Background: an optimization exercise with open tools, aiming at small area and a short achievable clock period. Do not read the settings as production practice. RTL that was checked went through simulation tests only; none was proved equivalent to the original.

==> trial 11 <==
==> flow/design.v <==
module max_c #(parameter W = 32) (
    input  [W-1:0] a,
    input  [W-1:0] b,
    output         gt);
    localparam L = $clog2(W);
    wire [2*W-2:0] g;
    wire [2*W-2:0] p;
    assign g[W-1:0] = a & ~b;
    assign p[W-1:0] = a | ~b;
    genvar l, i;
    generate
        for (l = 0; l < L; l = l + 1) begin : lvl
            localparam N   = W >> l;               
            localparam IN  = 2*W - 2*N;            
            localparam OUT = 2*W - N;              
            for (i = 0; i < N/2; i = i + 1) begin : node
                assign g[OUT+i] = g[IN+2*i+1] | (p[IN+2*i+1] & g[IN+2*i]);
                assign p[OUT+i] = p[IN+2*i+1] & p[IN+2*i];
            end
        end
    endgenerate
    assign gt = g[2*W-2];
endmodule
module max_relu (
    input  [31:0] a,
    input  [31:0] b,
    input  [31:0] c,
    output        sa,
    output        sb,
    output        sc);
    wire ab, ac, bc;
    max_c #(32) cab ({~a[31], a[30:0]}, {~b[31], b[30:0]}, ab);
    max_c #(32) cac ({~a[31], a[30:0]}, {~c[31], c[30:0]}, ac);
    max_c #(32) cbc ({~b[31], b[30:0]}, {~c[31], c[30:0]}, bc);
    assign sa = ab & ac;
    assign sb = ~ab & bc;
    assign sc = ~ac & ~bc;
endmodule
module max_pool_3x3 (
    input [31:0] v1,
    input [31:0] v2,
    input [31:0] v3,
    input [31:0] v4,
    input [31:0] v5,
    input [31:0] v6,
    input [31:0] v7,
    input [31:0] v8,
    input [31:0] v9,
    input en,
    input clk,
    output [31:0] selected);
    wire s1, s2, s3, s4, s5, s6, s7, s8, s9;
    max_relu g0 (v1, v2, v3, s1, s2, s3);
    max_relu g1 (v4, v5, v6, s4, s5, s6);
    max_relu g2 (v7, v8, v9, s7, s8, s9);
    wire [31:0] m0 = ({32{s1}} & v1) | ({32{s2}} & v2) | ({32{s3}} & v3);
    wire [31:0] m1 = ({32{s4}} & v4) | ({32{s5}} & v5) | ({32{s6}} & v6);
    wire [31:0] m2 = ({32{s7}} & v7) | ({32{s8}} & v8) | ({32{s9}} & v9);
    wire t0, t1, t2;
    max_relu gf (m0, m1, m2, t0, t1, t2);
    wire u0 = t0 & ~m0[31];
    wire u1 = t1 & ~m1[31];
    wire u2 = t2 & ~m2[31];
    wire [30:0] mx = ({31{u0}} & m0[30:0]) | ({31{u1}} & m1[30:0]) | ({31{u2}} & m2[30:0]);
    reg [30:0] q;
    always @(posedge clk)
        if (en) q <= mx;
    assign selected = {1'b0, q};
endmodule
==> flow/flow/run.sh <==
#!/bin/bash
# The standard layout, with two changes: ABC maps the logic with flow/map.abc
# (delay-targeted mapping) and every port gets the smallest buffer cell.
set -euo pipefail
here=$(pwd)
export BUFFER_PORTS_ARGS="-buffer_cell sky130_fd_sc_hd__buf_1"
export FLOW_ABC_SCRIPT=$here/flow/map.abc
sed "s|SYNTH_SCRIPT=[^ ]*|SYNTH_SCRIPT=$here/flow/synth.tcl|" standard.sh > flow_standard.sh
bash flow_standard.sh > standard_flow.log 2>&1
==> flow/flow/map.abc <==
strash
dch
map -D 2500
buffer
upsize -D 2500
dnsize -D 2500
==> flow/flow/synth.tcl <==
# The standard synthesis script, with ABC's mapping script replaced by flow/map.abc
proc synth {args} { yosys synth -nofsm -noshare {*}$args }
proc abc {args} {
  set i [lsearch -exact $args -script]
  if { $i >= 0 } { lset args [expr {$i + 1}] $::env(FLOW_ABC_SCRIPT) }
  yosys abc {*}$args
}
source $::env(SCRIPTS_DIR)/synth.tcl
# left out here: clear keep_hierarchy, flatten, clean up, hide names made inside functions, write 1_2_yosys.v
==> flow/standard.sh <==
#!/bin/bash
# synth_recipe.tcl (not shown) runs the flow's synth.tcl, then flattens the netlist and writes it again
# the make line also repeats each setting of config.mk as NAME=value (left out here)
make -C /OpenROAD-flow-scripts/flow DESIGN_CONFIG=/design/flow/config.mk WORK_HOME=/design/flow/orfs CLKGATE_MAP_FILE= SYNTH_SCRIPT=/design/flow/synth_recipe.tcl "${@:-finish}"
==> flow/config.mk <==
export PLATFORM = sky130hd
export DESIGN_NAME = max_pool_3x3
export DESIGN_NICKNAME = max_pool_3x3
export VERILOG_FILES = /design/flow/design.v
export SDC_FILE = /design/flow/constraint.sdc
export NUM_CORES = 4
export LEC_CHECK = 0
export CAP_MARGIN = 20
export CORE_MARGIN = 2
export CORE_UTILIZATION = 40
export GPL_TIMING_DRIVEN = 0
export SLEW_MARGIN = 20
==> flow/constraint.sdc <==
create_clock -name core_clock -period 12.0 [get_ports {clk}]
set_input_delay 2.4000 -clock core_clock [delete_from_list [all_inputs] [get_ports {clk}]]
set_output_delay 2.4000 -clock core_clock [all_outputs]
set_load 0.01 [all_outputs]
==> trial 39: changes against trial 11 <==
==> flow/flow/run.sh (replaced) <==
#!/bin/bash
# Standard ORFS layout, with the smallest buffer cell on every port.
set -euo pipefail
export BUFFER_PORTS_ARGS="-buffer_cell sky130_fd_sc_hd__buf_1"
bash standard.sh > standard_flow.log 2>&1
GPL_TIMING_DRIVEN = not set   (was 0)
SETUP_SLACK_MARGIN = 5   (was not set)
removed: flow/flow/map.abc
removed: flow/flow/synth.tcl
==> trial 2: changes against trial 11 <==
==> flow/design.v (replaced) <==
module max_c #(parameter L = 5, parameter W = 1 << L) (
    input  [W-1:0] a,
    input  [W-1:0] b,
    output         gt);
    wire [2*W-2:0] g;
    wire [2*W-2:0] p;
    assign g[W-1:0] = a & ~b;
    assign p[W-1:0] = a | ~b;
    genvar l, i;
    generate
        for (l = 0; l < L; l = l + 1) begin : lvl
            localparam N   = W >> l;               
            localparam IN  = 2*W - 2*N;            
            localparam OUT = 2*W - N;              
            for (i = 0; i < N/2; i = i + 1) begin : node
                assign g[OUT+i] = g[IN+2*i+1] | (p[IN+2*i+1] & g[IN+2*i]);
                assign p[OUT+i] = p[IN+2*i+1] & p[IN+2*i];
            end
        end
    endgenerate
    assign gt = g[2*W-2];
endmodule
module max_relu (
    input  [31:0] a,
    input  [31:0] b,
    input  [31:0] c,
    output        sa,
    output        sb,
    output        sc);
    wire lab, lac, lbc;
    max_c #(5) cab ({1'b0, a[30:0]}, {1'b0, b[30:0]}, lab);
    max_c #(5) cac ({1'b0, a[30:0]}, {1'b0, c[30:0]}, lac);
    max_c #(5) cbc ({1'b0, b[30:0]}, {1'b0, c[30:0]}, lbc);
    wire ab = ~a[31] & (b[31] | lab);
    wire ac = ~a[31] & (c[31] | lac);
    wire bc = ~b[31] & (c[31] | lbc);
    assign sa = ab & ac;
    assign sb = ~ab & bc & ~b[31];
    assign sc = ~ac & ~bc & ~c[31];
endmodule
module max_pool_3x3 (
    input [31:0] v1,
    input [31:0] v2,
    input [31:0] v3,
    input [31:0] v4,
    input [31:0] v5,
    input [31:0] v6,
    input [31:0] v7,
    input [31:0] v8,
    input [31:0] v9,
    input en,
    input clk,
    output [31:0] selected);
    wire s1, s2, s3, s4, s5, s6, s7, s8, s9;
    max_relu g0 (v1, v2, v3, s1, s2, s3);
    max_relu g1 (v4, v5, v6, s4, s5, s6);
    max_relu g2 (v7, v8, v9, s7, s8, s9);
    wire [30:0] m0 = ({31{s1}} & v1[30:0]) | ({31{s2}} & v2[30:0]) | ({31{s3}} & v3[30:0]);
    wire [30:0] m1 = ({31{s4}} & v4[30:0]) | ({31{s5}} & v5[30:0]) | ({31{s6}} & v6[30:0]);
    wire [30:0] m2 = ({31{s7}} & v7[30:0]) | ({31{s8}} & v8[30:0]) | ({31{s9}} & v9[30:0]);
    wire t0, t1, t2;
    max_relu gf ({1'b0, m0}, {1'b0, m1}, {1'b0, m2}, t0, t1, t2);
    reg [30:0] q;
    wire [30:0] d = ({31{t0 & en}} & m0) | ({31{t1 & en}} & m1) | ({31{t2 & en}} & m2)
                  | ({31{~en}} & q);
    always @(posedge clk)
        q <= d;
    assign selected = {1'b0, q};
endmodule
--- a/flow/flow/run.sh
+++ b/flow/flow/run.sh
@@ -4,6 +4,7 @@
 set -euo pipefail
 here=$(pwd)
 export BUFFER_PORTS_ARGS="-buffer_cell sky130_fd_sc_hd__buf_1"
+export SETUP_SLACK_MARGIN=5.5
 export FLOW_ABC_SCRIPT=$here/flow/map.abc
 sed "s|SYNTH_SCRIPT=[^ ]*|SYNTH_SCRIPT=$here/flow/synth.tcl|" standard.sh > flow_standard.sh
 bash flow_standard.sh > standard_flow.log 2>&1
CTS_BUF_LIST = sky130_fd_sc_hd__clkbuf_8   (was not set)
GPL_TIMING_DRIVEN = not set   (was 0)
==> notes <==
The lowest synthesized cell count belongs to trial 39, the highest to trial 2. Wire length, lowest first: trial 2, trial 11, trial 39. Cell count: trial 39 < trial 11 < trial 2. Against trial 2, the utilization of trial 11 is lower by 2.1 points. Hold slack: trial 2 is worse than trial 11 (2.2 ns). Final area: trial 11 < trial 2 < trial 39. Maximum frequency, highest first: trial 2, trial 39, trial 11. Of trial 11 and trial 39, trial 39 has the higher setup slack (gap 0.18 ns).
Function not checked in trial 11 and trial 39: the RTL went through the layout flow alone.

## afterwards: timing with drivers on the ports
Ports are ideal in the flow. The routed layouts listed here were re-timed in OpenROAD. Step 1 assumes that a clkbuf_16 drives the clock port and a buf_2 every other input. Step 2 moves the port delays by t, midway between the first and last clock arrival at a register: inputs arrive t later, outputs are due t later. That takes back most of the time a late clock gives input paths. Slacks: ideal / step 1 / step 2; pairs: ideal / step 1.
run | t, ns | setup slack, ns | worst data-port slew with drivers (ns) | pins driven straight from the clock port
trial 11 | 0.320 | 4.718 / 4.724 / 4.404 | 0.10 | 1
trial 39 | 0.324 | 4.897 / 4.912 / 4.588 | 0.07 | 1
trial 2 | 0.330 | 5.690 / 5.675 / 5.345 | 0.07 | 1
After both steps setup and hold are still met in every run listed. The setup slack of trial 2, which loses most, moves by -0.015 ns with the drivers and by -0.345 ns with both steps.
